Source: an optimization exercise on an open RTL-to-GDS flow (aim: small area and a short achievable clock period). Production flows keep margins and buffers that such runs may drop. Only the layout flow was run in this run; the RTL was not checked for function there. No activity file was given, so power comes from the tool's default toggle rates.

## config.mk

```make
export PLATFORM = sky130hd
export DESIGN_NAME = OV7670
export DESIGN_NICKNAME = OV7670
export VERILOG_FILES = /design/flow/design.v
export SDC_FILE = /design/flow/constraint.sdc
export NUM_CORES = 4
export LEC_CHECK = 0
export CAP_MARGIN = 20
export CORE_MARGIN = 2
export CORE_UTILIZATION = 40
export SLEW_MARGIN = 20
```

## constraint.sdc

```tcl
create_clock -name core_clock -period 8.0 [get_ports {Pclock}]
set_input_delay 1.6000 -clock core_clock [delete_from_list [all_inputs] [get_ports {Pclock}]]
set_output_delay 1.6000 -clock core_clock [all_outputs]
set_load 0.01 [all_outputs]
```

## design.v

```verilog
module OV7670(
	input Reset,
	output reg [11:0]  PixelData,  
	output [14:0] PAddress,  
	output reg WPixel,
	input Pclock,
	input Href,  
	input Vsync,  
	input [7:0] Data,  
	output reg [1:0] Promedio,  
	output reg [1:0] Forma  
);
reg Href_prev; 
	reg [7:0] XPixel;  
	reg [7:0] YPixel;  
	reg [11:0] PromedioColorR;  
	reg [11:0] PromedioColorG;  
	reg [11:0] PromedioColorB;  
reg VSync_prev; 
	reg Sync;  
	reg [1:0] Fila_Valida_R;  
	reg [1:0] Fila_Valida_G;  
	reg [1:0] Fila_Valida_B;  
	reg [5:0] Ancho_R;  
	reg [5:0] Ancho_G;  
	reg [5:0] Ancho_B;  
	reg [5:0] Ancho_R_Prev;  
reg [5:0] Ancho_G_Prev; 
reg [5:0] Ancho_B_Prev; 
	reg [7:0] Inc_Ancho_R;  
reg [7:0] Inc_Ancho_G;
reg [7:0] Inc_Ancho_B;
	reg [7:0] MID_Ancho_R;  
reg [7:0] MID_Ancho_G;
reg [7:0] MID_Ancho_B;
assign PAddress = XPixel + YPixel*8'd176;  
	always @(posedge Pclock)begin  
		if(Reset==1'b1)begin  
	WPixel=1'b0;
	Href_prev=1'b0;
	VSync_prev=1'b0;
	XPixel=1'b0;
	YPixel=1'b0;
	Sync=1'b0;
	PixelData=1'b0;
	PromedioColorR=1'b0;
	PromedioColorG=1'b0;
	PromedioColorB=1'b0;
	Promedio=1'b0;
	Forma=1'b0;
	Fila_Valida_R=1'b0;
	Fila_Valida_G=1'b0;
	Fila_Valida_B=1'b0;
	Ancho_R=1'b0; 
	Ancho_G=1'b0;
	Ancho_B=1'b0;
	Ancho_R_Prev=1'b0; 
	Ancho_G_Prev=1'b0; 
	Ancho_B_Prev=1'b0; 
	Inc_Ancho_R=1'b0;
	Inc_Ancho_G=1'b0;
	Inc_Ancho_B=1'b0;
	MID_Ancho_R=1'b0;
	MID_Ancho_G=1'b0;
	MID_Ancho_B=1'b0;
end
else begin
	if(Vsync==1'b1)begin  
		Sync=1'b0;
		WPixel=1'b0;
		XPixel=1'b0;
		YPixel=1'b0;
	end
	else if(Href==1'b0 && Href_prev==1'b1)begin  
		Sync=1'b0;
		WPixel=1'b0;
		XPixel=1'b0;
		YPixel=YPixel+1'b1;
		if(Ancho_R>Ancho_R_Prev)Inc_Ancho_R=Inc_Ancho_R+1'b1;
		else if(Ancho_R<Ancho_R_Prev)Inc_Ancho_R=Inc_Ancho_R-1'b1;
		if(Ancho_G>Ancho_G_Prev)Inc_Ancho_G=Inc_Ancho_G+1'b1;
		else if(Ancho_G<Ancho_G_Prev)Inc_Ancho_G=Inc_Ancho_G-1'b1;
		if(Ancho_B>Ancho_B_Prev)Inc_Ancho_B=Inc_Ancho_B+1'b1;
		else if(Ancho_B<Ancho_B_Prev)Inc_Ancho_B=Inc_Ancho_B-1'b1;
		if(Inc_Ancho_R>MID_Ancho_R)MID_Ancho_R=Inc_Ancho_R;
		if(Inc_Ancho_G>MID_Ancho_G)MID_Ancho_G=Inc_Ancho_G;
		if(Inc_Ancho_B>MID_Ancho_B)MID_Ancho_B=Inc_Ancho_B;
		if(Vsync==1'b0 && VSync_prev==1'b0)begin
			Ancho_R_Prev=Ancho_R;
			Ancho_G_Prev=Ancho_G; 
			Ancho_B_Prev=Ancho_B;
			Ancho_R=1'b0; 
			Ancho_G=1'b0; 
			Ancho_B=1'b0; 		
		end
	end
	else if(Href==1'b1)begin
		if(Sync==1'b0)begin
			PixelData[11:4]=Data;
			Sync=1'b1;
			WPixel=1'b0;
		end
		else begin
			PixelData[3:0]=Data[7:4];
			XPixel=XPixel+1'b1;
			Sync=1'b0;
			WPixel=1'b1;
		end
	end
	if(WPixel==1'b1 && (XPixel<8'd138) && (XPixel>8'd38) && (YPixel<8'd122) && (YPixel>8'd22))begin
		if((PixelData[3:0]>PixelData[7:4]) && (PixelData[3:0]>PixelData[11:8]))begin
			Fila_Valida_B=Fila_Valida_B+1'b1;
			Fila_Valida_G=1'b0;
			Fila_Valida_R=1'b0;
		end
		else if((PixelData[7:4]>PixelData[3:0]) && (PixelData[7:4]>PixelData[11:8]))begin
			Fila_Valida_G=Fila_Valida_G+1'b1;
			Fila_Valida_B=1'b0;
			Fila_Valida_R=1'b0;
		end
		else if((PixelData[11:8]>PixelData[3:0]) && (PixelData[11:8]>PixelData[7:4]))begin
			Fila_Valida_R=Fila_Valida_R+1'b1;
			Fila_Valida_G=1'b0;
			Fila_Valida_B=1'b0;		
		end
		if(Fila_Valida_R==2'b11)begin
					Fila_Valida_R=1'b0;
					PromedioColorR=PromedioColorR+1'b1;
					Ancho_R=Ancho_R+1'b1;
		end
		if(Fila_Valida_G==2'b11)begin
					Fila_Valida_G=1'b0;
					PromedioColorG=PromedioColorG+1'b1;
					Ancho_G=Ancho_G+1'b1;
		end
		if(Fila_Valida_B==2'b11)begin
					Fila_Valida_B=1'b0;
					PromedioColorB=PromedioColorB+1'b1;
					Ancho_B=Ancho_B+1'b1;
		end
	end
	if(Vsync==1'b1 && VSync_prev==1'b0)begin
		if(PromedioColorR>PromedioColorG && PromedioColorR>PromedioColorB)begin
			Promedio=2'b01;
			if(Inc_Ancho_R<(9'd100+9'd12) && Inc_Ancho_R>(9'd100-9'd12))begin
				if(Inc_Ancho_R<(MID_Ancho_R-9'd12))Forma=2'b10;
				else Forma=2'b01;			   
			end
			else Forma=2'b11;			
		end
		else if(PromedioColorG>PromedioColorR && PromedioColorG>PromedioColorB)begin
			Promedio=2'b10;
			if(Inc_Ancho_G<(9'd100+9'd12) && Inc_Ancho_G>(9'd100-9'd12))begin
				if(Inc_Ancho_G<(MID_Ancho_G-9'd12))Forma=2'b10;
				else Forma=2'b01;			   
			end
			else Forma=2'b11;
		end
		else if(PromedioColorB>PromedioColorR && PromedioColorB>PromedioColorG)begin
			Promedio=2'b11;
			if(Inc_Ancho_B<(9'd100+9'd12) && Inc_Ancho_B>(9'd100-9'd12))begin
				if(Inc_Ancho_B<(MID_Ancho_B-9'd12))Forma=2'b10;
				else Forma=2'b01;			   
			end
			else Forma=2'b11;
		end
		else begin
			Promedio=2'b00;
			Forma=2'b00;
		end
		PromedioColorR=1'b0;
		PromedioColorG=1'b0;
		PromedioColorB=1'b0;
		Ancho_R=1'b0; 
		Ancho_G=1'b0;
		Ancho_B=1'b0;
		Ancho_R_Prev=1'b0; 
		Ancho_G_Prev=1'b0; 
		Ancho_B_Prev=1'b0; 
		Inc_Ancho_R=8'd100;
		Inc_Ancho_G=8'd100;
		Inc_Ancho_B=8'd100;
		MID_Ancho_R=1'b0;
		MID_Ancho_G=1'b0;
		MID_Ancho_B=1'b0;
	end
	VSync_prev=Vsync;
	Href_prev=Href;
	if ((XPixel>8'd176-1'b1) || (YPixel>8'd144-1'b1)) PixelData=1'b0;
end
end
endmodule
```

## run.sh

```bash
#!/bin/bash
# synth_recipe.tcl (not shown) runs the flow's synth.tcl, then flattens the netlist and writes it again
# the make line also repeats each setting of config.mk as NAME=value (left out here)
make -C /OpenROAD-flow-scripts/flow DESIGN_CONFIG=/design/flow/config.mk WORK_HOME=/design/flow/orfs CLKGATE_MAP_FILE= SYNTH_SCRIPT=/design/flow/synth_recipe.tcl finish
```

==> out/results.ini <==
[worst_setup_path]
reg2reg_depth=24
r2r_end=Forma[1]$_SDFFE_PP0P_
r2r_slack_ns=1.29
cp_max_fo=16
required_ns=8.32
worstSetupStartpointType=input port
critPathKind=input port to flip-flop
worstPathArrival_ns=7.54
r2r_start=Ancho_B_Prev[5]$_SDFFE_PP0P_
end_kind=flip-flop

[clocking]
cts_buffers=17
ctsResizeCount=0
insertion_delay_ns=0.44
cts_max_path_buffers=2
clock_sinks=162
clockRootBuffer=clkbuf_16
hold_buffers=0
cts_tree=built
ctsHtreeMaxLevel=4
clkTransAtPathRegs_ns=0.07
post_cts_buffers=0

[grt]
antenna_found_initial=0
grt_usage=0.191
grt_pass1_vias=10100
grt_overflow=0
grt_max_degree=51
grt_pass1_wl_mm=49.5

[power]
p_leak_nw=5.87
vdd_drop_max_mv=0.158
p_clk_frac=0.449
netSwitchingPower_mw=0.473
combPwrFrac=0.089
intPower_mw=1.31
swShare=0.265
p_per_area_nw_per_um2=131
seqPwrFrac=0.461

[place]
hpwlAfterDp_mm=22.2
place.gp.congestion=0.888
io_buffers=43
dp_cells=1898

[worst_hold_path]
hold_path_class=flip-flop to flip-flop
whs_path_depth=2
hold_start=Ancho_G[0]$_SDFF_PP0_
min_to=Ancho_G_Prev[0]$_SDFFE_PP0P_

[timing]
fmax_ghz=0.139
fin_skew_ns=0.0141
finalSetupViolCount=0
slew_violations=0
layout_min_cycle_time_ns=7.22
maxSlewHeadroom=0.490
min_period_over_period=0.902
rsz0062_at_grt=no
finalSetupTns_ns=0
hold_violations=0
worst_pin_slew_ns=0.758
hold_ws_ns=0.452

[logic_synthesis]
synth_nets=1670
synth-edff-count=0
synth_area_sq_um=12200
synthXorXnorAreaFrac=0.0926
seq_area_frac_synth=0.266
avgSynthCellArea_sq_um=8.12
synth_top_family_by_area=simple AND/OR/NAND/NOR gates
synth_mux_area_frac=0.0306
syn_inst=1502
synth_ff_type=dfxtp_1
ys_ff_latch=162
yosysWarnings=1
synth_compound_area_frac=0.162
async_reset_ff_frac=0
synth_simple_gate_area_frac=0.225
synthAdderAreaFrac=0.164
synth_cell_types=82

[route]
num_vias=10500
viasPerCell=5.45
ant_nets=0
wl_mm=29.1
drc=0
dr.pass1.iters=5
avgRoutedWirePerCell_um=15.1
drt_iter0_markers=721

[finish]
n_antenna_cell=0
areaGrowthSynthToFinish_pct=11.5
num-fill-cells=2989
drive_gt1_frac=0.0597
fin_nets=1695
final-instance-count-excl-fill=1930

[job]
drv_cap=0

[die]
die_w_um=179
fp.dieH_um=179
std_cell_rows=63
design.die.area_sq_um=31900
top_level_ports=44
initial_core_util=0.409
core_region_area_sq_um=29800

[run_status]
status=complete, no violations

cell usage after synthesis (all sizes together), types with 5 or more instances:
master   number  area, sq um
dfxtp       162         3240
ha          150         1880
nor2        144          541
inv         125          469
nand2       115          432
a21oi        94          474
xnor2        71          622
o21ai        58          290
xor2         58          508
nand4        53          338
nand3        49          245
clkbuf       43          163
and2         34          213
and3         26          163
mux2i        26          260
a21o         21          158
nor2b        21          131
buf          18          110
nor3         17         85.1
nand2b       16          108
o21a         16          120
or3          12         80.1
a211oi       11         87.6
and4         11         98.8
mux2         10          113
a31oi         9         56.3
or2           9         56.3
o2111ai       8         70.1
o211ai        7         52.6
a221oi        6         52.6
fa            6          120
o221ai        6         52.6
a2111oi       5         68.8
nand4b        5         43.8
nor3b         5         47.5
o31ai         5         37.5
o32ai         5         43.8
or4           5         37.5
power groups by stage:
stage	registers, mW	logic, mW	clock network (mW)
floorplan	0.838	0.116	0
global placement	0.842	0.158	0
detailed placement	0.842	0.160	0
CTS	0.823	0.161	0.828
global route	0.825	0.180	0.855
finish	0.824	0.160	0.803
worst max-delay path, stage by stage:
cell and delay (ns):
clkdlybuf4s50_1 0.70, nor3b_1 0.26, buf_4 0.22, mux2_2 0.38
ha_1 0.29, nor2b_1 0.14, o21a_1 0.18, o21a_1 0.17
o221ai_1 0.28, xor2_1 0.15, a2111oi_4 0.42, buf_4 0.32
nand4_1 0.14, xor2_1 0.28, ha_1 0.30, and3_1 0.20
a221oi_1 0.40, o221ai_1 0.28, nor2_1 0.28, nand3b_1 0.18
a21oi_1 0.06, a2111o_1 0.30
cell usage in the layout, fill, tap and decap left out, types with 26 or more instances in the layout:
master / instances
dfxtp_1: 162
ha_1: 150
nor2_1: 143
inv_1: 125
nand2_1: 115
a21oi_1: 93
xnor2_1: 71
xor2_1: 58
o21ai_0: 57
nand4_1: 52
nand3_1: 49
clkdlybuf4s50_1: 43
and2_1: 34
and3_1: 26
mux2i_1: 26
layout make-up:
type / count / area (sq um) / area share
Multi-Input combinational cell: 1154 / 8220 / 0.605
Sequential cell: 162 / 3240 / 0.239
Timing Repair Buffer: 67 / 611 / 0.0449
Tap cell: 390 / 488 / 0.0359
Inverter: 125 / 469 / 0.0345
Clock buffer: 19 / 433 / 0.0318
Clock inverter: 13 / 129 / 0.00948
state kept, by name (all words and copies together) (netlist names), 6 cells and up:
name            count
Ancho_B             6
Ancho_B_Prev        6
Ancho_G             6
Ancho_G_Prev        6
Ancho_R             6
Ancho_R_Prev        6
Inc_Ancho_B         8
Inc_Ancho_G         8
Inc_Ancho_R         8
MID_Ancho_B         8
MID_Ancho_G         8
MID_Ancho_R         8
PixelData          12
PromedioColorB     12
PromedioColorG     12
PromedioColorR     12
XPixel              8
YPixel              8
kinds of logic after synthesis:
logic type,Yosys count
AO/OA/AOI/OAI,297
XOR/XNOR,129
adder cells (fa/ha/maj),156
buffers and inverters,186
flip-flops,162
multiplexers,36
AND/OR/NAND/NOR,536
how the worst max path moves through the flow:
stage | cells after the start | end | startpoint
after floorplan | 25 | Forma[1]$_SDFFE_PP0P_ | Href
after global placement | 24 | Forma[1]$_SDFFE_PP0P_ | Href
after detailed placement | 24 | Forma[1]$_SDFFE_PP0P_ | Href
after CTS | 24 | Forma[1]$_SDFFE_PP0P_ | Href
after global routing | 23 | Forma[1]$_SDFFE_PP0P_ | Href
final | 22 | Forma[1]$_SDFFE_PP0P_ | Href
metal layers:
metal  vias to the layer above  wire length, um  GRT usage
met5                         -                0          0
met4                         0              457     0.0545
met3                        36             1160     0.0335
met2                       210            13300      0.312
met1                      4902            14200      0.257
li1                       5361                -          -
through the flow:
| step | instance area (sq um) | worst slack, ns | util | total power, mW |
|---|---|---|---|---|
| floorplan | 12200 | 0.990 | - | 0.953 |
| global placement | 13000 | 0.494 | 0.437 | 1.00 |
| detailed placement | 13000 | 0.354 | 0.437 | 1.00 |
| CTS | 13600 | 0.799 | 0.456 | 1.81 |
| global route | 13600 | 0.326 | 0.456 | 1.86 |
| finish | 13600 | 0.782 | 0.456 | 1.79 |

[separate check: timing with driven ports]
The results above use ideal ports. As a check the final layout listed here was re-extracted and re-timed, cells and wires unchanged. Step 1 (the two cells are an assumption about what drives the block):
set clk [get_ports {Pclock}]
set_driving_cell -lib_cell sky130_fd_sc_hd__clkbuf_16 $clk
set_driving_cell -lib_cell sky130_fd_sc_hd__buf_2 [delete_from_list [all_inputs] $clk]
Step 2 moves the port delays by t, midway between the first and last clock arrival at a register: inputs arrive t later, outputs are due t later. That takes back most of the time a late clock gives input paths. a / b / c = ideal / step 1 / step 2; a / b = the first two.
t, ns: 0.481
setup WS [ns]: 0.782 / 0.802 / 0.320
hold slack, ns: 0.452 / 0.452 / 0.452
slew at the worst register clock pin (ns): 0.07 / 0.07
pins driven straight from the clock port: 1
After both steps this run still meets setup and hold. The setup slack of this run moves by +0.020 ns with the drivers and by -0.462 ns with both steps.
